Background: an optimization exercise with open tools, aiming at small area, a short achievable clock period and few clock cycles per item. Do not read the settings as production practice.
In this exercise RTL edits were held to simulation tests only and were not proved equivalent to the original.

## delta
==> flow/design.v <==
`timescale 1ns/1ps
module gcd(opa, opb, start, resetn, clk, result, done);
input wire [31:0] opa;
input wire [31:0] opb;
input wire start, resetn;
input wire clk;
output wire [31:0] result;
output wire done;
reg  [31:0] A, B;
reg  [4:0]  k;
reg         rest;        
reg         sc;          
reg         run_reg;
reg         done_reg;
reg         start_reg;
reg         first;       
wire done_now;
assign result = B;
assign done   = done_reg | done_now;
wire init  = start & ~start_reg & (~run_reg | done_now);
wire st    = ~A[0] & ~B[0];                 
wire [31:0] X = sc ? 32'd0 : A;
wire [31:0] Y = A[0] ? B : 32'd0;
wire [31:0] xy_d;       
wire        xy_gt;      
wire        xy_same;    
absdiff ad0 (.x(X), .y(Y), .d(xy_d), .gt(xy_gt), .eq(xy_same));
wire [3:0] xl = X[4:1] ^ Y[4:1];
wire s1 = ~st & ~xl[0] & (xl[1] | ~xl[2]);    
wire s2 = ~st & ~xl[0] & ~xl[1];              
wire [31:0] st1 = s1 ? {2'b0, xy_d[31:2]} : {1'b0, xy_d[31:1]};
wire [31:0] nA  = s2 ? {2'b0, st1[31:2]} : st1;
wire swap   = sc | ~(xy_gt | xy_same);
wire finish = run_reg & ~rest & xy_same;    
wire k1     = (k == 5'd1);
wire kz     = (k == 5'd0);
assign done_now = finish & ~sc & kz & ~first;
always @(posedge clk) begin
    if (init)
        A <= opa;
    else
        A <= nA;
end
wire b_rs   = rest | (finish & ~sc & ~kz);
wire b_ld   = init;
wire b_sh   = ~init & run_reg & b_rs;
wire b_sw   = ~init & run_reg & ~b_rs & swap;
wire b_st   = ~init & run_reg & ~rest & ~finish & st;
wire b_hold = ~(b_ld | b_sh | b_sw | b_st);
wire [31:0] nB = ({32{b_ld}} & opb) | ({32{b_sh}} & {B[30:0], 1'b0}) |
                 ({32{b_sw}} & A) | ({32{b_st}} & {1'b0, B[31:1]}) |
                 ({32{b_hold}} & B);
always @(posedge clk)
    B <= nB;
always @(posedge clk) begin
    if (init) begin
        k  <= 5'd0;
        sc <= opa[0] & ~opb[0];
    end else begin
        if (b_rs)
            k <= k - 5'd1;
        else if (st & ~finish)
            k <= k + 5'd1;
        sc <= st & A[1] & ~B[1];
    end
end
always @(posedge clk or negedge resetn) begin
    if (~resetn) begin
        run_reg   <= 1'b0;
        done_reg  <= 1'b0;
        start_reg <= 1'b0;
        rest      <= 1'b0;
        first     <= 1'b0;
    end else begin
        start_reg <= start;
        first     <= init;
        if (init) begin
            run_reg  <= 1'b1;
            done_reg <= 1'b0;
            rest     <= 1'b0;
        end else if (run_reg) begin
            if ((finish & (kz | (k1 & ~sc))) | (rest & k1)) begin
                run_reg  <= 1'b0;
                done_reg <= 1'b1;
                rest     <= 1'b0;
            end else if (finish) begin
                rest     <= 1'b1;
            end
        end
    end
end
endmodule
module absdiff(x, y, d, gt, eq);
input [31:0] x, y; output [31:0] d; output gt, eq;
wire [31:0] g0 = x & ~y; wire [31:0] p0 = ~(x ^ y);
wire g1_1 = g0[1] | (p0[1] & g0[0]); wire p1_1 = p0[1] & p0[0];
wire g1_3 = g0[3] | (p0[3] & g0[2]); wire p1_3 = p0[3] & p0[2];
wire g1_5 = g0[5] | (p0[5] & g0[4]); wire p1_5 = p0[5] & p0[4];
wire g1_7 = g0[7] | (p0[7] & g0[6]); wire p1_7 = p0[7] & p0[6];
wire g1_9 = g0[9] | (p0[9] & g0[8]); wire p1_9 = p0[9] & p0[8];
wire g1_11 = g0[11] | (p0[11] & g0[10]); wire p1_11 = p0[11] & p0[10];
wire g1_13 = g0[13] | (p0[13] & g0[12]); wire p1_13 = p0[13] & p0[12];
wire g1_15 = g0[15] | (p0[15] & g0[14]); wire p1_15 = p0[15] & p0[14];
wire g1_17 = g0[17] | (p0[17] & g0[16]); wire p1_17 = p0[17] & p0[16];
wire g1_19 = g0[19] | (p0[19] & g0[18]); wire p1_19 = p0[19] & p0[18];
wire g1_21 = g0[21] | (p0[21] & g0[20]); wire p1_21 = p0[21] & p0[20];
wire g1_23 = g0[23] | (p0[23] & g0[22]); wire p1_23 = p0[23] & p0[22];
wire g1_25 = g0[25] | (p0[25] & g0[24]); wire p1_25 = p0[25] & p0[24];
wire g1_27 = g0[27] | (p0[27] & g0[26]); wire p1_27 = p0[27] & p0[26];
wire g1_29 = g0[29] | (p0[29] & g0[28]); wire p1_29 = p0[29] & p0[28];
wire g1_31 = g0[31] | (p0[31] & g0[30]); wire p1_31 = p0[31] & p0[30];
wire g2_3 = g1_3 | (p1_3 & g1_1); wire p2_3 = p1_3 & p1_1;
wire g2_7 = g1_7 | (p1_7 & g1_5); wire p2_7 = p1_7 & p1_5;
wire g2_11 = g1_11 | (p1_11 & g1_9); wire p2_11 = p1_11 & p1_9;
wire g2_15 = g1_15 | (p1_15 & g1_13); wire p2_15 = p1_15 & p1_13;
wire g2_19 = g1_19 | (p1_19 & g1_17); wire p2_19 = p1_19 & p1_17;
wire g2_23 = g1_23 | (p1_23 & g1_21); wire p2_23 = p1_23 & p1_21;
wire g2_27 = g1_27 | (p1_27 & g1_25); wire p2_27 = p1_27 & p1_25;
wire g2_31 = g1_31 | (p1_31 & g1_29); wire p2_31 = p1_31 & p1_29;
wire g3_7 = g2_7 | (p2_7 & g2_3); wire p3_7 = p2_7 & p2_3;
wire g3_15 = g2_15 | (p2_15 & g2_11); wire p3_15 = p2_15 & p2_11;
wire g3_23 = g2_23 | (p2_23 & g2_19); wire p3_23 = p2_23 & p2_19;
wire g3_31 = g2_31 | (p2_31 & g2_27); wire p3_31 = p2_31 & p2_27;
wire g4_15 = g3_15 | (p3_15 & g3_7); wire p4_15 = p3_15 & p3_7;
wire g4_31 = g3_31 | (p3_31 & g3_23); wire p4_31 = p3_31 & p3_23;
wire g5_31 = g4_31 | (p4_31 & g4_15); wire p5_31 = p4_31 & p4_15;
wire g6_23 = g3_23 | (p3_23 & g4_15); wire p6_23 = p3_23 & p4_15;
wire g7_11 = g2_11 | (p2_11 & g3_7); wire p7_11 = p2_11 & p3_7;
wire g7_19 = g2_19 | (p2_19 & g4_15); wire p7_19 = p2_19 & p4_15;
wire g7_27 = g2_27 | (p2_27 & g6_23); wire p7_27 = p2_27 & p6_23;
wire g8_5 = g1_5 | (p1_5 & g2_3); wire p8_5 = p1_5 & p2_3;
wire g8_9 = g1_9 | (p1_9 & g3_7); wire p8_9 = p1_9 & p3_7;
wire g8_13 = g1_13 | (p1_13 & g7_11); wire p8_13 = p1_13 & p7_11;
wire g8_17 = g1_17 | (p1_17 & g4_15); wire p8_17 = p1_17 & p4_15;
wire g8_21 = g1_21 | (p1_21 & g7_19); wire p8_21 = p1_21 & p7_19;
wire g8_25 = g1_25 | (p1_25 & g6_23); wire p8_25 = p1_25 & p6_23;
wire g8_29 = g1_29 | (p1_29 & g7_27); wire p8_29 = p1_29 & p7_27;
wire g9_2 = g0[2] | (p0[2] & g1_1); wire p9_2 = p0[2] & p1_1;
wire g9_4 = g0[4] | (p0[4] & g2_3); wire p9_4 = p0[4] & p2_3;
wire g9_6 = g0[6] | (p0[6] & g8_5); wire p9_6 = p0[6] & p8_5;
wire g9_8 = g0[8] | (p0[8] & g3_7); wire p9_8 = p0[8] & p3_7;
wire g9_10 = g0[10] | (p0[10] & g8_9); wire p9_10 = p0[10] & p8_9;
wire g9_12 = g0[12] | (p0[12] & g7_11); wire p9_12 = p0[12] & p7_11;
wire g9_14 = g0[14] | (p0[14] & g8_13); wire p9_14 = p0[14] & p8_13;
wire g9_16 = g0[16] | (p0[16] & g4_15); wire p9_16 = p0[16] & p4_15;
wire g9_18 = g0[18] | (p0[18] & g8_17); wire p9_18 = p0[18] & p8_17;
wire g9_20 = g0[20] | (p0[20] & g7_19); wire p9_20 = p0[20] & p7_19;
wire g9_22 = g0[22] | (p0[22] & g8_21); wire p9_22 = p0[22] & p8_21;
wire g9_24 = g0[24] | (p0[24] & g6_23); wire p9_24 = p0[24] & p6_23;
wire g9_26 = g0[26] | (p0[26] & g8_25); wire p9_26 = p0[26] & p8_25;
wire g9_28 = g0[28] | (p0[28] & g7_27); wire p9_28 = p0[28] & p7_27;
wire g9_30 = g0[30] | (p0[30] & g8_29); wire p9_30 = p0[30] & p8_29;
wire cin = g5_31;
assign gt = cin; assign eq = p5_31;
assign d[0] = 1'b0;
assign d[1] = p0[1] ^ (cin ? (g0[0] | p0[0]) : ~g0[0]);
assign d[2] = p0[2] ^ (cin ? (g1_1 | p1_1) : ~g1_1);
assign d[3] = p0[3] ^ (cin ? (g9_2 | p9_2) : ~g9_2);
assign d[4] = p0[4] ^ (cin ? (g2_3 | p2_3) : ~g2_3);
assign d[5] = p0[5] ^ (cin ? (g9_4 | p9_4) : ~g9_4);
assign d[6] = p0[6] ^ (cin ? (g8_5 | p8_5) : ~g8_5);
assign d[7] = p0[7] ^ (cin ? (g9_6 | p9_6) : ~g9_6);
assign d[8] = p0[8] ^ (cin ? (g3_7 | p3_7) : ~g3_7);
assign d[9] = p0[9] ^ (cin ? (g9_8 | p9_8) : ~g9_8);
assign d[10] = p0[10] ^ (cin ? (g8_9 | p8_9) : ~g8_9);
assign d[11] = p0[11] ^ (cin ? (g9_10 | p9_10) : ~g9_10);
assign d[12] = p0[12] ^ (cin ? (g7_11 | p7_11) : ~g7_11);
assign d[13] = p0[13] ^ (cin ? (g9_12 | p9_12) : ~g9_12);
assign d[14] = p0[14] ^ (cin ? (g8_13 | p8_13) : ~g8_13);
assign d[15] = p0[15] ^ (cin ? (g9_14 | p9_14) : ~g9_14);
assign d[16] = p0[16] ^ (cin ? (g4_15 | p4_15) : ~g4_15);
assign d[17] = p0[17] ^ (cin ? (g9_16 | p9_16) : ~g9_16);
assign d[18] = p0[18] ^ (cin ? (g8_17 | p8_17) : ~g8_17);
assign d[19] = p0[19] ^ (cin ? (g9_18 | p9_18) : ~g9_18);
assign d[20] = p0[20] ^ (cin ? (g7_19 | p7_19) : ~g7_19);
assign d[21] = p0[21] ^ (cin ? (g9_20 | p9_20) : ~g9_20);
assign d[22] = p0[22] ^ (cin ? (g8_21 | p8_21) : ~g8_21);
assign d[23] = p0[23] ^ (cin ? (g9_22 | p9_22) : ~g9_22);
assign d[24] = p0[24] ^ (cin ? (g6_23 | p6_23) : ~g6_23);
assign d[25] = p0[25] ^ (cin ? (g9_24 | p9_24) : ~g9_24);
assign d[26] = p0[26] ^ (cin ? (g8_25 | p8_25) : ~g8_25);
assign d[27] = p0[27] ^ (cin ? (g9_26 | p9_26) : ~g9_26);
assign d[28] = p0[28] ^ (cin ? (g7_27 | p7_27) : ~g7_27);
assign d[29] = p0[29] ^ (cin ? (g9_28 | p9_28) : ~g9_28);
assign d[30] = p0[30] ^ (cin ? (g8_29 | p8_29) : ~g8_29);
assign d[31] = p0[31] ^ (cin ? (g9_30 | p9_30) : ~g9_30);
endmodule
export LEC_CHECK = 0
export ABC_AREA = 1
export CAP_MARGIN = 20
export CORE_MARGIN = 2
export CORE_UTILIZATION = 40
export CTS_BUF_LIST = sky130_fd_sc_hd__clkbuf_4 sky130_fd_sc_hd__clkbuf_8
export SETUP_SLACK_MARGIN = 0.4
export SLEW_MARGIN = 20
create_clock -name core_clock -period 4.0 [get_ports {clk}]
standard.sh (not shown) runs the stock make flow with config.mk's settings and CLKGATE_MAP_FILE= SYNTH_SCRIPT=/design/flow/synth_recipe.tcl, a recipe that flattens the netlist after the stock synthesis.
==> flow/flow/run.sh <==
#!/bin/bash
set -e
export BUFFER_PORTS_ARGS="-buffer_cell sky130_fd_sc_hd__buf_1"
bash standard.sh > standard.log 2>&1
delta: no failed stages, no open violations at the end
Testbench counts of delta, summed over its fixed seeds: cycles 164,847, items 8,000.
The following lists how epsilon was set up differently from delta:
==> flow/design.v, changed modules only <==
module gcd(opa, opb, start, resetn, clk, result, done);
input wire [31:0] opa;
input wire [31:0] opb;
input wire start, resetn;
input wire clk;
output wire [31:0] result;
output wire done;
reg  [31:0] A, B;
reg  [4:0]  k;
reg         flag;        
reg         rest;        
reg         sc;          
reg         ys;          
reg         run_reg;
reg         done_reg;
reg         start_reg;
reg         first;       
wire done_now;
assign result = B;
assign done   = done_reg | done_now;
wire init  = start & ~start_reg & (~run_reg | done_now);
wire [31:0] X = sc ? 32'd0 : A;
wire [31:0] Y = ys ? B : 32'd0;
wire [31:0] xy_d;       
wire        xy_gt;      
wire        xy_same;    
absdiff ad0 (.x(X), .y(Y), .d(xy_d), .gt(xy_gt), .eq(xy_same));
wire [3:0] xl = X[4:1] ^ Y[4:1];
wire force1 = sc & (flag | ~A[0]);
wire s1 = ~force1 & ~xl[0] & (xl[1] | ~xl[2]);    
wire s2 = ~force1 & ~xl[0] & ~xl[1];              
wire [31:0] st1 = s1 ? {2'b0, xy_d[31:2]} : {1'b0, xy_d[31:1]};
wire [31:0] nA  = s2 ? {2'b0, st1[31:2]} : st1;
wire nA0 = force1 ? B[1] : (|xl);           
wire swap   = sc | ~(xy_gt | xy_same);
wire finish = run_reg & ~rest & ~flag & xy_same;    
wire k1     = (k == 5'd1);
wire kz     = (k == 5'd0);
assign done_now = finish & ~sc & kz & ~first;
wire nflag = ~flag & ~A[0] & ~B[0];
wire nsc   = nflag | (sc & ~A[0]);
always @(posedge clk) begin
    if (init)
        A <= opa;
    else
        A <= nA;
end
wire b_ld   = init;
wire b_sh   = ~init & run_reg & (rest | (finish & ~sc & ~kz));
wire b_sw   = ~init & run_reg & ~(rest | (finish & ~sc & ~kz)) & swap;
wire b_hold = ~(b_ld | b_sh | b_sw);
wire [31:0] nB = ({32{b_ld}} & opb) | ({32{b_sh}} & {B[30:0], 1'b0}) |
                 ({32{b_sw}} & A) | ({32{b_hold}} & B);
always @(posedge clk)
    B <= nB;
always @(posedge clk) begin
    if (init) begin
        k    <= 5'd0;
        flag <= 1'b0;
        sc   <= ~opb[0];
        ys   <= ~opb[0] | opa[0];
    end else begin
        if (rest | finish) begin
            k    <= k - 5'd1;
        end else begin
            if (flag) k <= k + 5'd1;
            flag <= nflag;
        end
        sc <= nsc;
        ys <= nsc | nA0;
    end
end
always @(posedge clk or negedge resetn) begin
    if (~resetn) begin
        run_reg   <= 1'b0;
        done_reg  <= 1'b0;
        start_reg <= 1'b0;
        rest      <= 1'b0;
        first     <= 1'b0;
    end else begin
        start_reg <= start;
        first     <= init;
        if (init) begin
            run_reg  <= 1'b1;
            done_reg <= 1'b0;
            rest     <= 1'b0;
        end else if (run_reg) begin
            if ((finish & (sc | kz | k1)) | (rest & k1)) begin
                run_reg  <= 1'b0;
                done_reg <= 1'b1;
                rest     <= 1'b0;
            end else if (finish) begin
                rest     <= 1'b1;
            end
        end
    end
end
endmodule
==> summary.txt <==
Count of inverters not on the clock network in the layout (lower): delta. epsilon: layout buffer count excluding clock buffers lower than delta. Relative to delta, shortest period the worst path allows decreased by 0.052 ns in epsilon. Diff delta -> epsilon | die span in y | decrease of 3.2 um. Between epsilon and delta, the initial core utilization does not differ in any meaningful way. Diff epsilon and delta: count of flip-flops and latches lower in delta. Taking delta as the reference, in epsilon floorplan core area down 740 sq um, worst setup slack shows an increase of 0.052 ns, adder-cell share of the synthesized area climbed 0.36 points, area after synthesis down about 5%.
Testbench counts of epsilon, summed over its fixed seeds: cycles 169,285, items 8,000.

-- afterwards: timing with drivers on the ports --
In the flow no input, the clock included, has a driving cell. The finished layouts below were timed again as built, in two steps.
Step 1 assumes that a clkbuf_16 drives the clock port and a buf_2 every other input.
Step 2 adds t to the input delays and takes it off the output delays; t is the mean of the earliest and latest rising clock arrival at the registers after step 1. Input paths then give back, and output paths get back, about the clock's delay inside the block.
Three values: ideal ports, drivers, drivers and shift; two values: the first two.
run	shift t [ns]	slack for setup (ns)	worst setup path after step 2	slew at the worst register clock pin (ns)	cell pins on the clock port's net
delta	0.416	0.586 / 0.548 / 0.663	register to register	0.08 / 0.08	1
epsilon	0.406	0.638 / 0.602 / 0.758	register to register	0.09 / 0.09	1
After both steps every run listed still meets setup and hold.
